Context: an optimization exercise on an open-source flow, tuned for small area. The choices shown serve that exercise and are no tape-out recipe. Only simulation tests tie the RTL to the original design; equivalence was not proved. No activity file was given, so power comes from the tool's default toggle rates.

==> flow/design.v (excerpt) <==
module Axi_Lite_Uart(clock, reset, s_axi_awaddr, s_axi_awvalid, s_axi_awready, s_axi_wdata, s_axi_wvalid, s_axi_wready, s_axi_bresp, s_axi_bvalid, s_axi_bready, s_axi_araddr, s_axi_arvalid, s_axi_arready, s_axi_rdata, s_axi_rresp, s_axi_rvalid, s_axi_rready, RxD, TxD, CTS
, RTS);
==> flow/config.mk <==
export PLATFORM = sky130hd
export DESIGN_NAME = Axi_Lite_Uart
export DESIGN_NICKNAME = Axi_Lite_Uart
export VERILOG_FILES = /design/flow/design.v
export SDC_FILE = /design/flow/constraint.sdc
export NUM_CORES = 4
export LEC_CHECK = 0
export CAP_MARGIN = 10
export CORE_MARGIN = 2
export CORE_UTILIZATION = 72
export SLEW_MARGIN = 10
export SYNTH_HIERARCHICAL = 1
export SYNTH_MINIMUM_KEEP_SIZE = 0
==> flow/constraint.sdc <==
create_clock -name core_clock -period 6.0 [get_ports {clock}]
set_input_delay 1.2000 -clock core_clock [delete_from_list [all_inputs] [get_ports {clock}]]
set_output_delay 1.2000 -clock core_clock [all_outputs]
set_load 0.01 [all_outputs]
standard.sh (not shown) runs the stock make flow with config.mk's settings and CLKGATE_MAP_FILE= SYNTH_SCRIPT=/design/flow/synth_recipe.tcl, a recipe that flattens the netlist after the stock synthesis.
==> flow/flow/run.sh <==
#!/bin/bash
# Standard ORFS layout (the standard.sh) with these changes:
#  - ABC maps with a 1 fF output load, so the one-gate modules of the
#    hierarchical synthesis come out at drive strength 1;
#  - port buffers use the smallest buffer cell instead of the resizer's pick;
#  - CTS uses clkbuf_8, clusters up to 18 sinks within 110 um and inserts
#    no dummy loads.
# make's full output goes to standard.log; ORFS keeps per-step logs in orfs/logs.
set -euo pipefail
bash standard.sh \
  "BUFFER_PORTS_ARGS=-buffer_cell sky130_fd_sc_hd__buf_1" \
  "CTS_ARGS=-sink_clustering_enable -repair_clock_nets -dont_use_dummy_load -sink_clustering_size 18 -sink_clustering_max_diameter 110 -buf_list sky130_fd_sc_hd__clkbuf_8" \
  "ABC_LOAD_IN_FF=1" \
  finish > standard.log 2>&1
The starting point completed without violations.
Then changed:
CORE_UTILIZATION = 65   (was 72)
Outcome:
- The changed run produced a clean layout
- synthesized area does not change
- first-iteration DRC count grows by a few percent
- combinational power shrinks slightly
- core utilization shrinks by 7.7 points
- wire length hardly moves
- power hardly moves
Then changed:
PLACE_DENSITY = 0.75   (was unset)
After rerunning: The new run produced a clean layout; worst hold slack degrades by 0.047 ns; cell count stays the same; die area stays the same; sequential share of layout area does not change; cell area does not change.
Then changed:
--- a/flow/flow/run.sh
+++ b/flow/flow/run.sh
@@ -12 +12 @@
-  "CTS_ARGS=-sink_clustering_enable -repair_clock_nets -dont_use_dummy_load -sink_clustering_size 18 -sink_clustering_max_diameter 110 -buf_list sky130_fd_sc_hd__clkbuf_8" \
+  "CTS_ARGS=-sink_clustering_enable -repair_clock_nets -dont_use_dummy_load -sink_clustering_size 18 -sink_clustering_max_diameter 110 -buf_list {sky130_fd_sc_hd__clkbuf_4 sky130_fd_sc_hd__clkbuf_8}" \
PLACE_DENSITY = unset   (was 0.75)
What happened:
- The changed run passed the timing, design-rule and antenna checks
- worst hold slack gains 0.047 ns
- fmax decreases by about 0.9%
- synthesized area does not change
- critical path depth increases by 3
- wire length stays flat
- total power is about the same
- die area does not change
- clock skew decreases by 0.016 ns
- final cell count is unchanged

* * *

Axi_Lite_Uart, a different RTL version from the one above (not shown whole).
Size: about 120 I/O pins, roughly 16000 um^2 of cells after synthesis.
export LEC_CHECK = 0
export CAP_MARGIN = 5
export CORE_MARGIN = 2
export CORE_UTILIZATION = 65
export SLEW_MARGIN = 5
export SYNTH_HIERARCHICAL = 1
export SYNTH_MINIMUM_KEEP_SIZE = 0
create_clock -name core_clock -period 6.0 [get_ports {clock}]
==> flow/flow/run.sh <==
#!/bin/bash
# Standard ORFS layout (the standard.sh) with two changes:
#  - port buffers use the smallest buffer cell instead of the resizer's pick;
#  - CTS clusters up to 30 sinks within 200 um and inserts no dummy loads.
# make's full output goes to standard.log; ORFS keeps per-step logs in orfs/logs.
set -euo pipefail
bash standard.sh \
  "BUFFER_PORTS_ARGS=-buffer_cell sky130_fd_sc_hd__buf_1" \
  "CTS_ARGS=-sink_clustering_enable -repair_clock_nets -dont_use_dummy_load -sink_clustering_size 16 -sink_clustering_max_diameter 100 -buf_list sky130_fd_sc_hd__clkbuf_8" \
  "ABC_LOAD_IN_FF=1" \
  finish > standard.log 2>&1
==> next run, changes <==
- CAP_MARGIN: 5 -> 20
- SLEW_MARGIN: 5 -> 20
Result:
- The new run went through all stages and came out clean
- sequential power barely changes
- via count hardly moves
- worst hold slack is about the same
- non-clock buffer count climbs by 2
- synthesized area is unchanged
- total power stays flat
- first-iteration DRC count came out lower by a few percent

* * *

Setup of old:
Another version of the RTL of Axi_Lite_Uart (not shown whole).
Size in the first run: ~390 flip-flops, ~16000 um2 of cells after synthesis.
Settings: LEC_CHECK=0, CAP_MARGIN=10, CORE_MARGIN=2, CORE_UTILIZATION=72, SLEW_MARGIN=10, SYNTH_HIERARCHICAL=1, SYNTH_MINIMUM_KEEP_SIZE=0; clock period 6.0 ns.
==> flow/flow/run.sh <==
#!/bin/bash
# Standard ORFS layout (the standard.sh) with these changes:
#  - ABC maps with a 1 fF output load, so the one-gate modules of the
#    hierarchical synthesis come out at drive strength 1;
#  - port buffers use the smallest buffer cell instead of the resizer's pick;
#  - CTS uses clkbuf_8, clusters up to 16 sinks within 100 um and inserts
#    no dummy loads.
# make's full output goes to standard.log; ORFS keeps per-step logs in orfs/logs.
set -euo pipefail
bash standard.sh \
  "BUFFER_PORTS_ARGS=-buffer_cell sky130_fd_sc_hd__buf_1" \
  "CTS_ARGS=-sink_clustering_enable -repair_clock_nets -dont_use_dummy_load -sink_clustering_size 16 -sink_clustering_max_diameter 100 -buf_list sky130_fd_sc_hd__clkbuf_8" \
  "ABC_LOAD_IN_FF=1" \
  finish > standard.log 2>&1
Changes in new relative to old:
Settings: CORE_UTILIZATION changed from 72 to 65.
## What came out
- Diff old -> new: fmax went up by 2.2%; number of filler instances in the final layout went up by 27%; power dissipated in combinational cells decreased by about 2% relative to the old numbers; combinational fraction of design power went down 0.3 points.
- The run showing the smaller mean number of vias per cell is new.
- For share of cells above drive strength 1, new and old come out practically identical.
- Setup slack: new vs old up 0.11 ns
- | total wire length after detailed routing | new vs old | ≈ equal |

## afterwards: timing with drivers on the ports
Ports are ideal in the flow. The routed layouts listed here were re-timed in OpenROAD.
Step 1 (the two cells are an assumption about what drives the block):
set clk [get_ports {clock}]
set_driving_cell -lib_cell sky130_fd_sc_hd__clkbuf_16 $clk
set_driving_cell -lib_cell sky130_fd_sc_hd__buf_2 [delete_from_list [all_inputs] $clk]
Step 2 adds t to the input delays and takes it off the output delays; t is the mean of the earliest and latest rising clock arrival at the registers after step 1. Input paths then give back, and output paths get back, about the clock's delay inside the block.
Three values: ideal, step 1, step 2; two values: the first two.
run | t (ns) | setup slack, ns | worst setup path after step 2 | clock arrival spread, ns | cell pins on the clock port's net
the first run of note 1 | 0.601 | 0.567 / 0.567 / 0.567 | register to register | 0.036 / 0.035 | 1
the second run of note 1 | 0.617 | 0.749 / 0.749 / 0.749 | register to register | 0.034 / 0.034 | 1
the third run of note 1 | 0.611 | 0.796 / 0.796 / 0.796 | register to register | 0.051 / 0.051 | 1
the fourth run of note 1 | 0.617 | 0.749 / 0.749 / 0.749 | register to register | 0.034 / 0.034 | 1
the first run of note 2 | 0.616 | 0.801 / 0.801 / 0.801 | register to register | 0.060 / 0.060 | 1
the second run of note 2 | 0.614 | 0.810 / 0.810 / 0.810 | register to register | 0.060 / 0.060 | 1
old | 0.615 | 0.609 / 0.609 / 0.609 | register to register | 0.087 / 0.087 | 1
new | 0.615 | 0.723 / 0.723 / 0.723 | register to register | 0.062 / 0.062 | 1
After both steps setup and hold are still met in every run listed.
